What follows belongs to an exercise in optimizing a design on an open flow for small area, a short achievable clock period and few clock cycles; a production flow would make more cautious choices. Where RTL was checked, it was by simulation tests only, not by an equivalence proof against the original. Power is estimated from default activity; no workload was simulated.

== the reference run ==
==> flow/design.v (excerpt) <==
module  ATCONV(
	input		clk,
	input		reset,
	output	reg	busy,
	input		ready,
	output reg	[11:0]	iaddr,
	input signed [12:0]	idata,
	output	reg 	cwr,
	output  reg	[11:0]	caddr_wr,
	output reg 	[12:0] 	cdata_wr,
	output	 	crd,
	output 	[11:0] 	caddr_rd,
	input 	[12:0] 	cdata_rd,
	output reg 	csel
	);
clock: 5.0 ns
lec_check: 0
cap_margin: 20
core_margin: 2
core_utilization: 40
place_density: 0.6
setup_slack_margin: 2.7
slew_margin: 20
standard.sh (not shown) runs the stock make flow with config.mk's settings and CLKGATE_MAP_FILE= SYNTH_SCRIPT=/design/flow/synth_recipe.tcl, a recipe that flattens the netlist after the stock synthesis.
==> flow/flow/run.sh <==
#!/bin/bash
# The standard layout (the standard.sh and its synthesis script), with two
# changes: adders are left to ABC as plain logic instead of being mapped to
# full-adder cells first (ADDER_MAP_FILE empty), and the port buffers are
# plain buf_2 cells.
export ADDER_MAP_FILE=
export BUFFER_PORTS_ARGS="-buffer_cell sky130_fd_sc_hd__buf_2"
bash standard.sh > standard.log 2>&1
The reference run reached the final stage; the timing, DRC and antenna checks on its layout passed.
### the reference run -> the trial run
diff --git a/flow/design.v b/flow/design.v
--- a/flow/design.v
+++ b/flow/design.v
@@ -96,66 +96,26 @@
 wire [12:0] o_add = ~fl_lo ? nsterm :
                     p1 ? (vm1 ? sf3 : sf1) :
                     p2 ? NBIAS : 13'd0;
 wire [12:0] dh      = {din_h, 7'd0};
 wire [12:0] sterm_h = p0 ? {2'b0, dh[12:2]} : {4'b0, dh[12:4]};
 wire [12:0] nsterm_h = ~sterm_h;
 wire [12:0] cterm_h = p0 ? dh : ~{3'b0, dh[12:3]};
 wire [12:0] left_h  = fl_hi ? sf3 : sf1;
 wire [12:0] o_add_h = ~fl_hi ? nsterm_h :
                       p2 ? (vm1 ? sf3 : sf1) : 13'd0;
-function [7:0] add7;
-	input [6:0] a, b;
-	input       ci;
-	reg   [6:0] p, gg, pp;
-	integer     k, i, j;
-	begin
-		p  = a ^ b;
-		gg = a & b;
-		gg[0] = gg[0] | (p[0] & ci);
-		pp = p;
-		for (k = 0; k < 3; k = k + 1)
-			for (i = 0; i < 7; i = i + 1)
-				if (i[k]) begin
-					j = ((i >> k) << k) - 1;
-					gg[i] = gg[i] | (pp[i] & gg[j]);
-					pp[i] = pp[i] & pp[j];
-				end
-		add7 = {gg[6], p ^ {gg[5:0], ci}};
-	end
-endfunction
-function [5:0] add6;
-	input [5:0] a, b;
-	input       ci;
-	reg   [5:0] p, gg, pp;
-	integer     k, i, j;
-	begin
-		p  = a ^ b;
-		gg = a & b;
-		gg[0] = gg[0] | (p[0] & ci);
-		pp = p;
-		for (k = 0; k < 3; k = k + 1)
-			for (i = 0; i < 6; i = i + 1)
-				if (i[k]) begin
-					j = ((i >> k) << k) - 1;
-					gg[i] = gg[i] | (pp[i] & gg[j]);
-					pp[i] = pp[i] & pp[j];
-				end
-		add6 = p ^ {gg[4:0], ci};
-	end
-endfunction
-wire [7:0] s_lo = add7(p1 ? BIAS[6:0] : acc_s[6:0], nsterm[6:0], 1'b1);
-wire [7:0] c_lo = add7(p1 ? left[6:0] : acc_c[6:0], cterm[6:0], ~p2);
-wire [7:0] o_lo = add7(p1 ? pf1[6:0] : acc_o[6:0], o_add[6:0], ~fl_lo);
-wire [5:0] s_hi = add6(p2 ? BIAS[12:7] : acc_s[12:7], nsterm_h[12:7], cy_s);
-wire [5:0] c_hi = add6(p2 ? left_h[12:7] : acc_c[12:7], cterm_h[12:7], cy_c);
-wire [5:0] o_hi = add6(p2 ? pf1[12:7] : acc_o[12:7], o_add_h[12:7], cy_o);
+wire [7:0] s_lo = (p1 ? BIAS[6:0] : acc_s[6:0]) + nsterm[6:0] + 8'd1;
+wire [7:0] c_lo = (p1 ? left[6:0] : acc_c[6:0]) + cterm[6:0] + {6'd0, ~p2};
+wire [7:0] o_lo = (p1 ? pf1[6:0]  : acc_o[6:0]) + o_add[6:0] + {6'd0, ~fl_lo};
+wire [5:0] s_hi = (p2 ? BIAS[12:7]  : acc_s[12:7]) + nsterm_h[12:7] + {5'd0, cy_s};
+wire [5:0] c_hi = (p2 ? left_h[12:7] : acc_c[12:7]) + cterm_h[12:7] + {5'd0, cy_c};
+wire [5:0] o_hi = (p2 ? pf1[12:7]   : acc_o[12:7]) + o_add_h[12:7] + {5'd0, cy_o};
 always @(posedge clk) begin
 	{cy_s, acc_s[6:0]} <= s_lo;
 	{cy_c, acc_c[6:0]} <= c_lo;
 	{cy_o, acc_o[6:0]} <= o_lo;
 	acc_s[12:7] <= s_hi;
 	acc_c[12:7] <= c_hi;
 	acc_o[12:7] <= o_hi;
 end
 wire finish = busy & p1;
 wire finish_h = busy & p2;
The reference run reports its worst-path cell with the longest stage delay as edfxtp_1 while the trial run reports dfxtp_4. Synthesized instance count, the trial run and the reference run, lower one = the trial run. Measured against each other, the trial run and the reference run differ in sequential share of layout area, the higher figure coming from the trial run. Diff the reference run -> the trial run: setup slack saw a decrease, total net switching power now smaller, core outline area dropped about 0.6%, number of hold violations in the final report about even, detailed-routing iteration count for the pre-antenna-repair pass decreased by 1 relative to the old numbers. In the trial run the critical-path maximum fanout turned out 1 lower than in the reference run. Of the trial run and the reference run, the run reporting the lower clock power share was the reference run. The trial run ends up with higher relative slew slack than the reference run does. Compared with the reference run, the trial run shows reg-to-reg setup timing slack lower by 240 ps.
No run of this note included a check of the RTL's function; only the layout flow was run.

========
The RTL this note starts from:
==> flow/design.v <==
`timescale 1ns/10ps
module  ATCONV(
	input		clk,
	input		reset,
	output	reg	busy,
	input		ready,
	output reg	[11:0]	iaddr,
	input signed [12:0]	idata,
	output	reg 	cwr,
	output  reg	[11:0]	caddr_wr,
	output reg 	[12:0] 	cdata_wr,
	output	 	crd,
	output 	[11:0] 	caddr_rd,
	input 	[12:0] 	cdata_rd,
	output reg 	csel
	);
assign crd = 1'b0;
assign caddr_rd = 12'd0;
localparam [12:0] BIAS = 13'h1FF4;    
localparam [12:0] NBIAS = 13'h000C;   
reg        done;        
reg        ending;      
reg  [5:0] bi;          
reg        g;           
reg        p0, p1, p2;  
reg        vm1;         
reg        c_fl;        
wire [5:0] x = iaddr[5:0];
reg  [12:0] din;         
wire hold = reset | ~busy & ~ready;
wire       col_end = p2 & g;                       
wire       row_end = col_end & ~vm1 & (x == 6'd63);
wire [4:0] bip = bi[4:0] + 5'd1;
wire [4:0] bim = bi[4:0] - 5'd1;
wire       vm1_n = row_end | vm1 & ~col_end;
wire [5:0] x_n = (col_end & ~vm1) ? x + 6'd1 : x;   
wire [5:0] row_n = p0 ? {bi[4:0], g} :
                   p1 ? ((bi[4:0] == 5'd31) ? 6'd63 : {bip, g}) :
                   row_end ? {bi[4:0], 1'b0} :
                   (bi[4:0] == 5'd0) ? 6'd0 : {bim, ~g};
always @(posedge clk) begin
	if (hold) begin
		bi <= 6'd0;
		g <= 1'b0;
		p0 <= 1'b1; p1 <= 1'b0; p2 <= 1'b0;
		vm1 <= 1'b1;
		c_fl <= 1'b1;
		iaddr <= 12'd0;
	end else begin
		if (row_end) bi <= {bi[5] | (&bi[4:0]), bip};
		if (p2) g <= ~g;
		p0 <= p2; p1 <= p0; p2 <= p1;
		vm1 <= vm1_n;
		c_fl <= vm1_n | (x_n == 6'd0);
		iaddr <= {row_n, x_n};
	end
end
always @(posedge clk) begin
	if (reset) begin
		busy <= 1'b0;
		done <= 1'b0;
	end else begin
		if (~busy & ~done & ready) busy <= 1'b1;
		if (ending) begin
			busy <= 1'b0;
			done <= 1'b1;
		end
	end
end
reg f_valid, f_valid2;
always @(posedge clk) begin
	if (reset) begin
		f_valid <= 1'b0;
		f_valid2 <= 1'b0;
	end else begin
		f_valid <= c_fl ? (bi != 6'd0) : ~(~vm1 & (x == 6'd1));
		f_valid2 <= f_valid;
	end
end
reg [12:7] din_h;
reg        fl_lo, fl_hi;
always @(posedge clk) begin
	din <= idata;
	din_h <= din[12:7];
	fl_lo <= c_fl;
	fl_hi <= fl_lo;
end
reg  [11:0] sf0, sf1, sf2, sf3;
wire [12:0] sx1 = {1'b1, sf1};
wire [12:0] sx3 = {1'b1, sf3};
reg  [12:0] pf0, pf1, pf2, pf3;
reg  [11:0] acc_s;
reg  [12:0] acc_c, acc_o;
reg         cy_s, cy_c, cy_o;   
wire [12:0] sterm = p2 ? {2'b0, din[12:2]} : {4'b0, din[12:4]};
wire [12:0] nsterm = ~sterm;
wire [12:0] cterm = p2 ? din : ~{3'b0, din[12:3]};
wire [12:0] left  = fl_lo ? sx3 : sx1;
wire [12:0] o_add = ~fl_lo ? nsterm :
                    p1 ? (vm1 ? sx3 : sx1) :
                    p2 ? NBIAS : 13'd0;
wire [12:0] dh      = {din_h, 7'd0};
wire [12:0] sterm_h = p0 ? {2'b0, dh[12:2]} : {4'b0, dh[12:4]};
wire [12:0] nsterm_h = ~sterm_h;
wire [12:0] cterm_h = p0 ? dh : ~{3'b0, dh[12:3]};
wire [12:0] left_h  = fl_hi ? sx3 : sx1;
wire [12:0] o_add_h = ~fl_hi ? nsterm_h :
                      p2 ? (vm1 ? sx3 : sx1) : 13'd0;
function [7:0] add7;
	input [6:0] a, b;
	input       ci;
	reg   [6:0] p, gg, pp;
	integer     k, i, j;
	begin
		p  = a ^ b;
		gg = a & b;
		gg[0] = gg[0] | (p[0] & ci);
		pp = p;
		for (k = 0; k < 3; k = k + 1)
			for (i = 0; i < 7; i = i + 1)
				if (i[k]) begin
					j = ((i >> k) << k) - 1;
					gg[i] = gg[i] | (pp[i] & gg[j]);
					pp[i] = pp[i] & pp[j];
				end
		add7 = {gg[6], p ^ {gg[5:0], ci}};
	end
endfunction
function [5:0] add6;
	input [5:0] a, b;
	input       ci;
	reg   [5:0] p, gg, pp;
	integer     k, i, j;
	begin
		p  = a ^ b;
		gg = a & b;
		gg[0] = gg[0] | (p[0] & ci);
		pp = p;
		for (k = 0; k < 3; k = k + 1)
			for (i = 0; i < 6; i = i + 1)
				if (i[k]) begin
					j = ((i >> k) << k) - 1;
					gg[i] = gg[i] | (pp[i] & gg[j]);
					pp[i] = pp[i] & pp[j];
				end
		add6 = p ^ {gg[4:0], ci};
	end
endfunction
wire [7:0] s_lo = add7(p1 ? BIAS[6:0] : acc_s[6:0], nsterm[6:0], 1'b1);
wire [7:0] c_lo = add7(p1 ? left[6:0] : acc_c[6:0], cterm[6:0], ~p2);
wire [7:0] o_lo = add7(p1 ? pf1[6:0] : acc_o[6:0], o_add[6:0], ~fl_lo);
wire [4:0] s_hi = (p2 ? BIAS[11:7] : acc_s[11:7]) + nsterm_h[11:7] + {4'd0, cy_s};
wire [5:0] c_hi = add6(p2 ? left_h[12:7] : acc_c[12:7], cterm_h[12:7], cy_c);
wire [5:0] o_hi = add6(p2 ? pf1[12:7] : acc_o[12:7], o_add_h[12:7], cy_o);
always @(posedge clk) begin
	{cy_s, acc_s[6:0]} <= s_lo;
	{cy_c, acc_c[6:0]} <= c_lo;
	{cy_o, acc_o[6:0]} <= o_lo;
	acc_s[11:7] <= s_hi;
	acc_c[12:7] <= c_hi;
	acc_o[12:7] <= o_hi;
end
wire finish = busy & p1;
wire finish_h = busy & p2;
always @(posedge clk) begin
	if (finish) begin
		sf0[6:0] <= sf1[6:0]; sf1[6:0] <= sf2[6:0]; sf2[6:0] <= sf3[6:0]; sf3[6:0] <= acc_s[6:0];
		pf0[6:0] <= pf1[6:0]; pf1[6:0] <= pf2[6:0]; pf2[6:0] <= pf3[6:0]; pf3[6:0] <= acc_c[6:0];
	end
	if (finish_h) begin
		sf0[11:7] <= sf1[11:7]; sf1[11:7] <= sf2[11:7]; sf2[11:7] <= sf3[11:7]; sf3[11:7] <= acc_s[11:7];
		pf0[12:7] <= pf1[12:7]; pf1[12:7] <= pf2[12:7]; pf2[12:7] <= pf3[12:7]; pf3[12:7] <= acc_c[12:7];
	end
end
reg  [8:0]  mr;            
reg         wr0_h, l1;
wire        wr0 = finish & f_valid2 & ~ending;
wire [11:0] l0v = acc_o[12] ? 12'd0 : {acc_o[11:7], cdata_wr[6:0]};
always @(posedge clk) begin
	if (reset) begin
		cwr <= 1'b0;
		csel <= 1'b1;
		caddr_wr <= 12'h3FF;
		wr0_h <= 1'b0;
		l1 <= 1'b0;
		ending <= 1'b0;
	end else begin
		wr0_h <= wr0;
		l1 <= wr0_h & ~csel & ~caddr_wr[6] & caddr_wr[0];
		cwr <= wr0_h | l1;
		if (wr0)
			cdata_wr[6:0] <= acc_o[6:0];
		if (wr0_h) begin
			cdata_wr <= {1'b0, l0v};
			csel <= 1'b0;
			if (csel)
				caddr_wr <= {caddr_wr[9:5] + {4'd0, &caddr_wr[4:0]}, 1'b0, caddr_wr[4:0] + 5'd1, 1'b0};
			else if (~caddr_wr[6])
				caddr_wr[6] <= 1'b1;
			else begin
				caddr_wr[6] <= 1'b0;
				caddr_wr[0] <= 1'b1;
			end
		end else if (l1) begin
			cdata_wr <= {mr, 4'd0};
			csel <= 1'b1;
			caddr_wr <= {2'b00, caddr_wr[11:7], caddr_wr[5:1]};
			if ((&caddr_wr[11:7]) & (&caddr_wr[5:1])) ending <= 1'b1;
		end
	end
end
always @(posedge clk) begin
	if (wr0_h & (csel | ({1'b0, l0v} > {mr, 4'd0})))
		mr <= {1'b0, l0v[11:4]} + {8'd0, l0v[3:0] != 4'd0};
end
endmodule
==> flow/config.mk <==
export PLATFORM = sky130hd
export DESIGN_NAME = ATCONV
export DESIGN_NICKNAME = ATCONV
export VERILOG_FILES = /design/flow/design.v
export SDC_FILE = /design/flow/constraint.sdc
export NUM_CORES = 4
export LEC_CHECK = 0
export CAP_MARGIN = 20
export CORE_MARGIN = 2
export CORE_UTILIZATION = 40
export PLACE_DENSITY = 0.6
export SETUP_SLACK_MARGIN = 2.65
export SLEW_MARGIN = 20
==> flow/constraint.sdc <==
create_clock -name core_clock -period 5.0 [get_ports {clk}]
set_input_delay 1.0000 -clock core_clock [delete_from_list [all_inputs] [get_ports {clk}]]
set_output_delay 1.0000 -clock core_clock [all_outputs]
set_load 0.01 [all_outputs]
==> flow/flow/run.sh <==
#!/bin/bash
# The standard layout (the standard.sh: its synthesis, floorplan, power
# grid, placement, clock tree and routing, unchanged), except that the input
# and output port buffers are plain buf_1 cells instead of the delay cells that
# buffer_ports picks by default. The whole flow's output goes to standard.log.
export BUFFER_PORTS_ARGS="-buffer_cell sky130_fd_sc_hd__buf_1"
bash standard.sh > standard.log 2>&1
==> next run, changes <==
--- a/flow/design.v
+++ b/flow/design.v
@@ -46,9 +46,9 @@
 		vm1 <= 1'b1;
 		c_fl <= 1'b1;
 		iaddr <= 12'd0;
 	end else begin
-		if (row_end) bi <= {bi[5] | (&bi[4:0]), bip};
+		if (row_end) bi <= bi + 6'd1;
 		if (p2) g <= ~g;
 		p0 <= p2; p1 <= p0; p2 <= p1;
 		vm1 <= vm1_n;
 		c_fl <= vm1_n | (x_n == 6'd0);
@@ -171,9 +171,9 @@
 		sf0[11:7] <= sf1[11:7]; sf1[11:7] <= sf2[11:7]; sf2[11:7] <= sf3[11:7]; sf3[11:7] <= acc_s[11:7];
 		pf0[12:7] <= pf1[12:7]; pf1[12:7] <= pf2[12:7]; pf2[12:7] <= pf3[12:7]; pf3[12:7] <= acc_c[12:7];
 	end
 end
-reg  [8:0]  mr;            
+reg  [11:0] mx;
 reg         wr0_h, l1;
 wire        wr0 = finish & f_valid2 & ~ending;
 wire [11:0] l0v = acc_o[12] ? 12'd0 : {acc_o[11:7], cdata_wr[6:0]};
 always @(posedge clk) begin
@@ -201,16 +201,16 @@
 				caddr_wr[6] <= 1'b0;
 				caddr_wr[0] <= 1'b1;
 			end
 		end else if (l1) begin
-			cdata_wr <= {mr, 4'd0};
+			cdata_wr <= {{1'b0, mx[11:4]} + {8'd0, mx[3:0] != 4'd0}, 4'd0};
 			csel <= 1'b1;
 			caddr_wr <= {2'b00, caddr_wr[11:7], caddr_wr[5:1]};
 			if ((&caddr_wr[11:7]) & (&caddr_wr[5:1])) ending <= 1'b1;
 		end
 	end
 end
 always @(posedge clk) begin
-	if (wr0_h & (csel | ({1'b0, l0v} > {mr, 4'd0})))
-		mr <= {1'b0, l0v[11:4]} + {8'd0, l0v[3:0] != 4'd0};
+	if (wr0_h & (csel | (l0v > mx)))
+		mx <= l0v;
 end
 endmodule
What happened: The changed run produced a clean layout. Sequential share of layout area came out higher by 0.52 points. Total power came out lower by 5.0%. Wire length came out higher by 3.8%. Setup slack is better by 0.024 ns. Final area came out higher by 0.57%. Core utilization came out lower by 1.0 points. Synthesized area came out higher by 1.9%. Die area came out higher by 1.9%. Critical path depth is unchanged. Register-to-register slack is better by 0.02 ns.
Testbench counts after the change, summed over its fixed seeds: cycles 199,952.
Function not checked in the first run of this note: the RTL went through the layout flow alone.

-- afterwards: timing with drivers on the ports --
Ports are ideal in the flow. The routed layouts listed here were re-timed in OpenROAD. Step 1 assumes that a clkbuf_16 drives the clock port and a buf_2 every other input. Step 2 also shifts input and output timing later by t, the mid clock arrival at the registers, as if the neighbouring blocks saw the same clock. Three values: ideal ports, drivers, drivers and shift; two values: the first two.
| run | t (ns) | setup slack, ns | hold WS [ns] |
|---|---|---|---|
| the reference run | 0.552 | 2.433 / 2.433 / 2.433 | 0.327 / 0.327 / 0.327 |
| the trial run | 0.551 | 2.196 / 2.196 / 2.196 | 0.342 / 0.342 / 0.342 |
| the first run of note 2 | 0.550 | 2.555 / 2.555 / 2.523 | 0.326 / 0.326 / 0.326 |
| the second run of note 2 | 0.550 | 2.579 / 2.579 / 2.579 | 0.325 / 0.325 / 0.325 |
After both steps setup and hold are still met in every run listed. The setup slack of the first run of note 2, which loses most, moves by 0.000 ns with the drivers and by -0.032 ns with both steps.
